What follows belongs to an exercise in optimizing a design on an open flow for small area; a production flow would make more cautious choices.
In this exercise RTL edits were held to simulation tests only and were not proved equivalent to the original.
The flow treats the clock pin as an ideal source, which a real chip does not have.
Power figures rest on the tool's default switching activity, not on a simulated workload.

==> flow/design.v <==
module missile_predictor_fpga(
    input clk50mhz,
    input rst,
    input uart_rx,
    output servo_pwm_out_x,
    output servo_pwm_out_y,
    output uart_tx
);
    reg [10:0] rx_sh;
    reg        rx_dv;
    wire       rx_idle = rx_sh[0];
    reg [2:0]  rx_c8;
    reg [1:0]  rx_c3;
    reg [2:0]  rx_c7;
    reg [4:0]  rx_c31;
    wire       rx_tick = (&rx_c8) & rx_c3[1] & ~|rx_c7[2:1] & ~|rx_c31[4:1];
    wire       rx_start = rx_idle & ~uart_rx;
    always @(posedge clk50mhz) begin
        if (rx_start) begin
            rx_c8 <= 3'd3;
            rx_c3 <= 2'b10;
            rx_c7 <= 3'b001;
            rx_c31 <= 5'b00001;
        end else begin
            rx_c8 <= rx_c8 + 3'd1;
            rx_c3 <= {rx_c3[0], ~|rx_c3};
            rx_c7 <= {rx_c7[1:0], rx_c7[2] ^ rx_c7[1]};
            rx_c31 <= {rx_c31[3:0], rx_c31[4] ^ rx_c31[2]};
        end
    end
    always @(posedge clk50mhz) begin
        if (rst) begin
            rx_sh[0] <= 1'b1;
            rx_dv <= 1'b0;
        end else begin
            rx_dv <= 1'b0;
            if (rx_idle) begin
                if (!uart_rx)
                    rx_sh <= 11'b100_0000_0000;
            end else if (rx_tick) begin
                rx_sh <= {uart_rx, rx_sh[10:1]};
                rx_dv <= rx_sh[1];
            end
        end
    end
    wire [7:0] rx_byte = rx_sh[8:1];
    reg        byte_state;
    reg [7:0]  ux, uy, lx, ly, hx, hy, xpos, ypos;
    reg [4:0]  cnt;
    wire       window = ~cnt[0] & cnt[1] & ~cnt[2];
    wire       cnt14 = ~cnt[0] & ~cnt[3] & ~cnt[4];
    wire       differs = (ux != lx) || (uy != ly);
    wire [8:0] bx, by;                   
    wire [7:0] dx, dy;                   
    wire [7:0] cx, cy;                   
    wire [7:0] sx, sy;                   
    assign bx[0] = 1'b0;
    assign by[0] = 1'b0;
    assign cx[0] = 1'b0;
    assign cy[0] = 1'b0;
    genvar gi;
    generate
        for (gi = 0; gi < 8; gi = gi + 1) begin : g_sub
            assign dx[gi] = lx[gi] ^ hx[gi] ^ bx[gi];
            assign bx[gi+1] = (~lx[gi] & hx[gi]) | (~lx[gi] & bx[gi]) | (hx[gi] & bx[gi]);
            assign dy[gi] = ly[gi] ^ hy[gi] ^ by[gi];
            assign by[gi+1] = (~ly[gi] & hy[gi]) | (~ly[gi] & by[gi]) | (hy[gi] & by[gi]);
        end
    endgenerate
    wire [6:0] vx = {bx[8], dx[7:2]};
    wire [6:0] vy = {by[8], dy[7:2]};
    generate
        for (gi = 0; gi < 7; gi = gi + 1) begin : g_add
            assign sx[gi] = lx[gi+1] ^ vx[gi] ^ cx[gi];
            assign sy[gi] = ly[gi+1] ^ vy[gi] ^ cy[gi];
            assign cx[gi+1] = (lx[gi+1] & vx[gi]) | (lx[gi+1] & cx[gi]) | (vx[gi] & cx[gi]);
            assign cy[gi+1] = (ly[gi+1] & vy[gi]) | (ly[gi+1] & cy[gi]) | (vy[gi] & cy[gi]);
        end
    endgenerate
    assign sx[7] = vx[6] ^ cx[7];
    assign sy[7] = vy[6] ^ cy[7];
    wire [7:0] fx = sx[7] ? 8'd0 : {sx[6:0], lx[0]};
    wire [7:0] fy = sy[7] ? 8'd0 : {sy[6:0], ly[0]};
    wire [7:0] fvx = vx[6] ? 8'd0 : {2'b00, vx[5:0]};
    wire [7:0] fvy = vy[6] ? 8'd0 : {2'b00, vy[5:0]};
    always @(posedge clk50mhz) begin
        if (rst) begin
            byte_state <= 1'b0;
            uy <= 8'd128;
            lx <= 8'd128;
            ly <= 8'd128;
            xpos <= 8'd128;
            ypos <= 8'd128;
            cnt <= 5'b00101;
        end else if (rx_dv) begin
            byte_state <= ~byte_state;
            if (!byte_state) begin
                ux <= rx_byte;
            end else begin
                uy <= rx_byte;
                if (differs) begin
                    lx <= ux;
                    ly <= uy;
                    if (cnt14) begin
                        hx <= ux;
                        hy <= uy;
                    end
                    if (!window)
                        cnt <= {cnt[3:0], cnt[4] ^ cnt[2]};
                end
                if (window) begin
                    xpos <= fx;
                    ypos <= fy;
                    cnt <= 5'b00101;
                end
            end
        end
    end
    reg [8:0]  pr;
    reg [7:0]  pq;
    reg [3:0]  pu;
    reg        lt_x, lt_y, win_d;
    wire       pr_wrap = (pr[5:0] == 6'b000100);               
    wire       pr_95 = pr[8] & pr[7] & ~pr[6] & ~pr[5] & pr[3] & ~pr[2];
    wire       pu_pre = (pu[3:1] == 3'b000);
    wire       pu_last = pu[3] & ~pu[1] & ~pu[0];
    wire       p_end = pu_last & (&pq[7:4]) & pq[2] & pr_95;   
    always @(posedge clk50mhz) begin
        if (rst || p_end) begin
            pr <= 9'b110101110;                                 
            pq <= 8'd170;
            pu <= 4'b0001;
        end else if (pr_wrap) begin
            pr <= 9'b001010101;                                 
            pq <= pq + 8'd1;
            if (&pq)
                pu <= {pu[2:0], pu[3] ^ pu[2]};
        end else begin
            pr <= {pr[7:0], pr[8] ^ pr[4]};
        end
    end
    always @(posedge clk50mhz) begin
        lt_x <= pu_pre | (lt_x & ~(pq == xpos));
        lt_y <= pu_pre | (lt_y & ~(pq == ypos));
        win_d <= ~rst & window;
    end
    assign servo_pwm_out_x = win_d & lt_x;
    assign servo_pwm_out_y = win_d & lt_y;
    reg [2:0]  tx_state;
    reg [10:0] tx_sh;
    wire       tx_busy = |tx_sh[10:1];
    reg [7:0]  tx_byte;
    reg [2:0]  tx_c8;
    reg [1:0]  tx_c3;
    reg [2:0]  tx_c7;
    reg [4:0]  tx_c31;
    wire       tx_tick = (&tx_c8) & ~tx_c3[1] & tx_c3[0] & ~|tx_c7[2:1] & ~|tx_c31[4:1];
    wire       tx_load = ~tx_busy & window & ~tx_state[2];
    always @(posedge clk50mhz) begin
        if (tx_load) begin
            tx_c8 <= 3'd7;
            tx_c3 <= 2'b11;
            tx_c7 <= 3'b001;
            tx_c31 <= 5'b00001;
        end else begin
            tx_c8 <= tx_c8 + 3'd1;
            tx_c3 <= {tx_c3[0], ~|tx_c3};
            tx_c7 <= {tx_c7[1:0], tx_c7[2] ^ tx_c7[1]};
            tx_c31 <= {tx_c31[3:0], tx_c31[4] ^ tx_c31[2]};
        end
    end
    always @(*) begin
        case (tx_state[1:0])
            2'd0: tx_byte = fy;
            2'd1: tx_byte = fx;
            2'd2: tx_byte = fvy;
            default: tx_byte = fvx;
        endcase
    end
    assign uart_tx = tx_sh[0];
    always @(posedge clk50mhz) begin
        if (rst) begin
            tx_state <= 3'd0;
            tx_sh <= 11'd1;
        end else if (tx_busy) begin
            if (tx_tick)
                tx_sh <= {1'b0, tx_sh[10:1]};
        end else if (window) begin
            if (tx_state[2]) begin
                tx_state <= 3'd0;
            end else begin
                tx_sh <= {1'b1, tx_byte, 1'b0, 1'b1};
                tx_state <= tx_state + 3'd1;
            end
        end
    end
endmodule
export LEC_CHECK = 0
export CAP_MARGIN = 20
export CORE_MARGIN = 2
export CORE_UTILIZATION = 40
export SLEW_MARGIN = 20
create_clock -name core_clock -period 20.0 [get_ports {clk50mhz}]
standard.sh (not shown) runs the stock make flow with config.mk's settings and CLKGATE_MAP_FILE= SYNTH_SCRIPT=/design/flow/synth_recipe.tcl, a recipe that flattens the netlist after the stock synthesis.
==> flow/flow/run.sh <==
#!/bin/bash
# The standard layout (standard.sh) with three changes:
#  - synthesis: flow/synth.tcl, the standard synthesis with an area-oriented
#    ABC mapping script (flow/area.abc);
#  - clock tree synthesis: no dummy loads, clkbuf_8 buffers throughout;
#  - after CTS, flow/resize_clk.tcl swaps a clkbuf_8 for a clkbuf_4 where
#    the estimated slew at the clock pins stays under 100 ps.
set -euo pipefail
here=$(pwd)
export CTS_ARGS="-sink_clustering_enable -repair_clock_nets -dont_use_dummy_load -root_buf sky130_fd_sc_hd__clkbuf_8 -buf_list sky130_fd_sc_hd__clkbuf_8"
bash standard.sh SYNTH_SCRIPT="$here/flow/synth.tcl" cts > standard_flow_1.log 2>&1
RESULTS_DIR="$here/orfs/results/sky130hd/missile_predictor_fpga/base" PLATFORM_DIR="$FLOW_HOME/platforms/sky130hd" CLK_SLEW_LIMIT_PS=100 \
  openroad -no_init -exit "$here/flow/resize_clk.tcl" > resize_clk.log 2>&1
bash standard.sh SYNTH_SCRIPT="$here/flow/synth.tcl" finish > standard_flow_2.log 2>&1
==> flow/flow/area.abc <==
&get -n
&st
&dch
&nf -a
&put
==> flow/flow/resize_clk.tcl <==
# Downsize clock tree buffers (clkbuf_8 -> clkbuf_4) where the estimated
# slew at the flip-flop clock pins they drive stays under a limit.
set results $::env(RESULTS_DIR)
set plat $::env(PLATFORM_DIR)
read_liberty $plat/lib/sky130_fd_sc_hd__tt_025C_1v80.lib
read_db $results/4_cts.odb
read_sdc $results/4_cts.sdc
source $plat/setRC.tcl
set_propagated_clock [all_clocks]
estimate_parasitics -placement
set limit [expr {[info exists ::env(CLK_SLEW_LIMIT_PS)] ? $::env(CLK_SLEW_LIMIT_PS) : 90.0}]
proc sink_slew {inst} {
  set worst 0
  foreach pin [get_pins -of_objects [get_nets -of_objects [get_pins [get_full_name $inst]/X]]] {
    if {[get_property $pin direction] ne "input"} continue
    foreach e {rise fall} {
      set s [get_property $pin slew_max_$e]
      set ps [expr {[sta::time_ui_sta $s] * 1e12}]
      if {$ps > $worst} { set worst $ps }
    }
  }
  return $worst
}
set block [ord::get_db_block]
foreach inst [get_cells *] {
  set m [get_property $inst ref_name]
  if {$m ne "sky130_fd_sc_hd__clkbuf_8"} continue
  set before [sink_slew $inst]
  replace_cell $inst sky130_fd_sc_hd__clkbuf_4
  estimate_parasitics -placement
  set after [sink_slew $inst]
  # the root also sets the slew at every leaf buffer's input
  set worst_all 0
  foreach p [get_pins -hierarchical */CLK] { foreach e {rise fall} { set s [expr {[sta::time_ui_sta [get_property $p slew_max_$e]] * 1e12}]; if {$s > $worst_all} { set worst_all $s } } }
  if {$after > $limit || $worst_all > $limit} {
    replace_cell $inst sky130_fd_sc_hd__clkbuf_8
    estimate_parasitics -placement
    puts "keep [get_full_name $inst]: $before -> $after ps (worst $worst_all)"
  } else {
    puts "down [get_full_name $inst]: $before -> $after ps (worst $worst_all)"
  }
}
detailed_placement
check_placement
write_db [expr {[info exists ::env(OUT_ODB)] ? $::env(OUT_ODB) : "$results/4_cts.odb"}]
Other scripts of this flow, unchanged in this note and not shown: flow/flow/synth.tcl
The first run went through all stages and came out clean.
Then changed:
==> flow/flow/run.sh (replaced) <==
#!/bin/bash
# The standard layout (standard.sh) with three changes:
#  - synthesis: flow/synth.tcl, the standard synthesis with an area-oriented
#    ABC mapping script (flow/area.abc: a 30 s &deepsyn run, then
#    &dch and area-mode &nf);
#  - clock tree synthesis: no dummy loads, clkbuf_8 buffers throughout;
#  - after CTS, flow/resize_clk.tcl swaps a clkbuf_8 for a clkbuf_4 where
#    the estimated slew at the clock pins stays under 110 ps.
set -euo pipefail
here=$(pwd)
export CTS_ARGS="-sink_clustering_enable -repair_clock_nets -dont_use_dummy_load -root_buf sky130_fd_sc_hd__clkbuf_8 -buf_list sky130_fd_sc_hd__clkbuf_8"
bash standard.sh SYNTH_SCRIPT="$here/flow/synth.tcl" cts > standard_flow_1.log 2>&1
RESULTS_DIR="$here/orfs/results/sky130hd/missile_predictor_fpga/base" PLATFORM_DIR="$FLOW_HOME/platforms/sky130hd" CLK_SLEW_LIMIT_PS=110 \
  openroad -no_init -exit "$here/flow/resize_clk.tcl" > resize_clk.log 2>&1
bash standard.sh SYNTH_SCRIPT="$here/flow/synth.tcl" finish > standard_flow_2.log 2>&1
==> flow/flow/area.abc (replaced) <==
strash
&get -n
&deepsyn -T 30
&st
&dch
&nf -a
&put
CORE_UTILIZATION = 65   (was 40)
=> The changed run ran to the end with no violations; total power fell by 7.1%; die area fell by 39%; wire length fell by 1.8%; cell area fell by 4.4%; area after synthesis fell by 2.6%; sequential power fell by about 5%; combinational power fell by 44%; maximum frequency rose by 1.4%; core utilization rose by 26 points; setup slack gets better by 0.085 ns.
Then changed:
==> flow/flow/run.sh (replaced) <==
#!/bin/bash
# The standard layout (standard.sh) with three changes:
#  - synthesis: flow/synth.tcl, the standard synthesis with an area-oriented
#    ABC mapping script (flow/area.abc);
#  - clock tree synthesis: no dummy loads, clkbuf_8 buffers throughout;
#  - after CTS, flow/resize_clk.tcl swaps a clkbuf_8 for a clkbuf_4 where
#    the estimated slew at the clock pins stays under 100 ps.
set -euo pipefail
here=$(pwd)
export CTS_ARGS="-sink_clustering_enable -repair_clock_nets -dont_use_dummy_load -root_buf sky130_fd_sc_hd__clkbuf_8 -buf_list sky130_fd_sc_hd__clkbuf_8"
bash standard.sh SYNTH_SCRIPT="$here/flow/synth.tcl" cts > standard_flow_1.log 2>&1
RESULTS_DIR="$here/orfs/results/sky130hd/missile_predictor_fpga/base" PLATFORM_DIR="$FLOW_HOME/platforms/sky130hd" CLK_SLEW_LIMIT_PS=100 \
  openroad -no_init -exit "$here/flow/resize_clk.tcl" > resize_clk.log 2>&1
bash standard.sh SYNTH_SCRIPT="$here/flow/synth.tcl" finish > standard_flow_2.log 2>&1
==> flow/flow/area.abc (replaced) <==
strash
dch
amap
CORE_UTILIZATION = 40   (was 65)
After rerunning: The changed run produced a clean layout; via count climbs by 9.4%; die area climbs by 63%; clock power climbs by about 7%; synthesized area climbs by 2.3%.
Then changed:
==> flow/flow/run.sh (replaced) <==
#!/bin/bash
# The standard layout (standard.sh) with four changes:
#  - synthesis: flow/synth.tcl, the standard synthesis with an area-oriented
#    ABC mapping script (flow/area.abc: a 30 s &deepsyn run, then
#    &dch and area-mode &nf with the delay constraint relaxed);
#  - port buffers: buf_1 (the smallest buffer) in place of clkdlybuf4s50_1;
#  - clock tree synthesis: no dummy loads, clkbuf_8 buffers throughout;
#  - after CTS, flow/resize_clk.tcl swaps a clkbuf_8 for a clkbuf_4 where
#    the estimated slew at the clock pins stays under 110 ps.
set -euo pipefail
here=$(pwd)
export BUFFER_PORTS_ARGS="-buffer_cell sky130_fd_sc_hd__buf_1"
export CTS_ARGS="-sink_clustering_enable -repair_clock_nets -dont_use_dummy_load -root_buf sky130_fd_sc_hd__clkbuf_8 -buf_list sky130_fd_sc_hd__clkbuf_8"
bash standard.sh SYNTH_SCRIPT="$here/flow/synth.tcl" cts > standard_flow_1.log 2>&1
RESULTS_DIR="$here/orfs/results/sky130hd/missile_predictor_fpga/base" PLATFORM_DIR="$FLOW_HOME/platforms/sky130hd" CLK_SLEW_LIMIT_PS=110 \
  openroad -no_init -exit "$here/flow/resize_clk.tcl" > resize_clk.log 2>&1
bash standard.sh SYNTH_SCRIPT="$here/flow/synth.tcl" finish > standard_flow_2.log 2>&1
==> flow/flow/area.abc (replaced) <==
strash
&get -n
&deepsyn -T 30
&st
&dch
&nf -a -R 1000 -p -F 8 -A 8 -C 32
&put
CORE_UTILIZATION = 65   (was 40)
Effect:
- combinational power goes down by about 4%
- clock skew barely changes
- clock power goes down by about 9%
- worst setup slack degrades by 0.36 ns
- synthesized area goes down by 2.9%
- cell area goes down by 5.1%
- wire length goes down by 7.6%
- critical path depth goes down by 11

* * *

== v6 ==
RTL: the design.v shown in full above, as it stands there.
clock: 20.0 ns
lec_check: 0
cap_margin: 20
core_margin: 2
core_utilization: 65
slew_margin: 20
==> flow/flow/run.sh <==
#!/bin/bash
# The standard layout (standard.sh) with three changes:
#  - synthesis: flow/synth.tcl, the standard synthesis with an area-oriented
#    ABC mapping script (flow/area.abc: a 30 s &deepsyn run, then
#    &dch and area-mode &nf with the delay constraint relaxed);
#  - clock tree synthesis: no dummy loads, clkbuf_8 buffers throughout;
#  - after CTS, flow/resize_clk.tcl swaps a clkbuf_8 for a clkbuf_4 where
#    the estimated slew at the clock pins stays under 110 ps.
set -euo pipefail
here=$(pwd)
export CTS_ARGS="-sink_clustering_enable -repair_clock_nets -dont_use_dummy_load -root_buf sky130_fd_sc_hd__clkbuf_8 -buf_list sky130_fd_sc_hd__clkbuf_8"
bash standard.sh SYNTH_SCRIPT="$here/flow/synth.tcl" cts > standard_flow_1.log 2>&1
RESULTS_DIR="$here/orfs/results/sky130hd/missile_predictor_fpga/base" PLATFORM_DIR="$FLOW_HOME/platforms/sky130hd" CLK_SLEW_LIMIT_PS=110 \
  openroad -no_init -exit "$here/flow/resize_clk.tcl" > resize_clk.log 2>&1
bash standard.sh SYNTH_SCRIPT="$here/flow/synth.tcl" finish > standard_flow_2.log 2>&1
==> flow/flow/area.abc <==
strash
&get -n
&deepsyn -T 30
&st
&dch
&nf -a -R 1000 -p -F 8 -A 8 -C 32
&put
==> flow/flow/synth.tcl <==
# The standard synthesis script (synth_recipe.tcl), with one change: ABC
# maps the logic with an area-oriented script (flow/area.abc) in place of
# ORFS's delay-oriented one. Everything before ABC, the flip-flop mapping
# included, is unchanged, so the registers are the standard synthesis's.
set area_abc [file join [file dirname [file normalize [info script]]] area.abc]
proc synth {args} { yosys synth -nofsm -noshare {*}$args }
proc abc {args} {
  set i [lsearch -exact $args -script]
  if {$i >= 0} { set args [lreplace $args [expr {$i + 1}] [expr {$i + 1}] $::area_abc] }
  yosys abc {*}$args
}
source $::env(SCRIPTS_DIR)/synth.tcl
# left out here: clear keep_hierarchy, flatten, clean up, hide names made inside functions, write 1_2_yosys.v
Scripts as last shown in full above: flow/flow/resize_clk.tcl
v6 | stages: all done | timing, DRC, antenna: all pass
### v6 -> v7
Settings: CORE_UTILIZATION now 40, was 65.
-- flow/flow/run.sh --
<<< v6, line 5
#    &dch and area-mode &nf with the delay constraint relaxed);
>>> v7, line 5
#    &dch and area-mode &nf);
==> flow/flow/area.abc <==
strash
&get -n
&deepsyn -T 30
&st
&dch
&nf -a
&put
Findings:
Post-place instance area, v7 and v6, higher one = v7.
The sequential-to-total area share from yosys stat reported for v7 is smaller than that of v6 by 0.36 points.
Between v7 and v6, the first-iteration DRC count is higher for v7.

==> afterwards: timing with drivers on the ports <==
The flow's constraints put no driver on any port. The routed layouts listed below were extracted and timed again, unchanged, in two steps.
Step 1 (the two cells are an assumption about what drives the block):
set clk [get_ports {clk50mhz}]
set_driving_cell -lib_cell sky130_fd_sc_hd__clkbuf_16 $clk
set_driving_cell -lib_cell sky130_fd_sc_hd__buf_2 [delete_from_list [all_inputs] $clk]
Step 2 times the ports against the registers' clock, not the clock port: input delays grow and output delays shrink by t, the midpoint of the rising clock arrivals with the driver on.
a / b / c = no drivers / after step 1 / after step 2; a / b = the first two.
run | t (ns) | setup slack, ns | hold slack, ns | worst slew at a driven data input, ns
the first run of note 1 | 0.459 | 13.799 / 13.813 / 13.354 | 0.386 / 0.386 / 0.386 | 0.03
the second run of note 1 | 0.426 | 13.884 / 13.898 / 13.471 | 0.398 / 0.398 / 0.398 | 0.03
the third run of note 1 | 0.466 | 14.365 / 14.365 / 14.060 | 0.394 / 0.394 / 0.394 | 0.03
the fourth run of note 1 | 0.419 | 14.006 / 14.010 / 13.590 | 0.394 / 0.394 / 0.394 | 0.03
v6 | 0.431 | 13.636 / 13.647 / 13.216 | 0.399 / 0.399 / 0.399 | 0.03
v7 | 0.449 | 13.941 / 13.956 / 13.507 | 0.391 / 0.391 / 0.391 | 0.03
After both steps setup and hold are still met in every run listed. The setup slack of the first run of note 1, which loses most, moves by +0.014 ns with the drivers and by -0.445 ns with both steps.
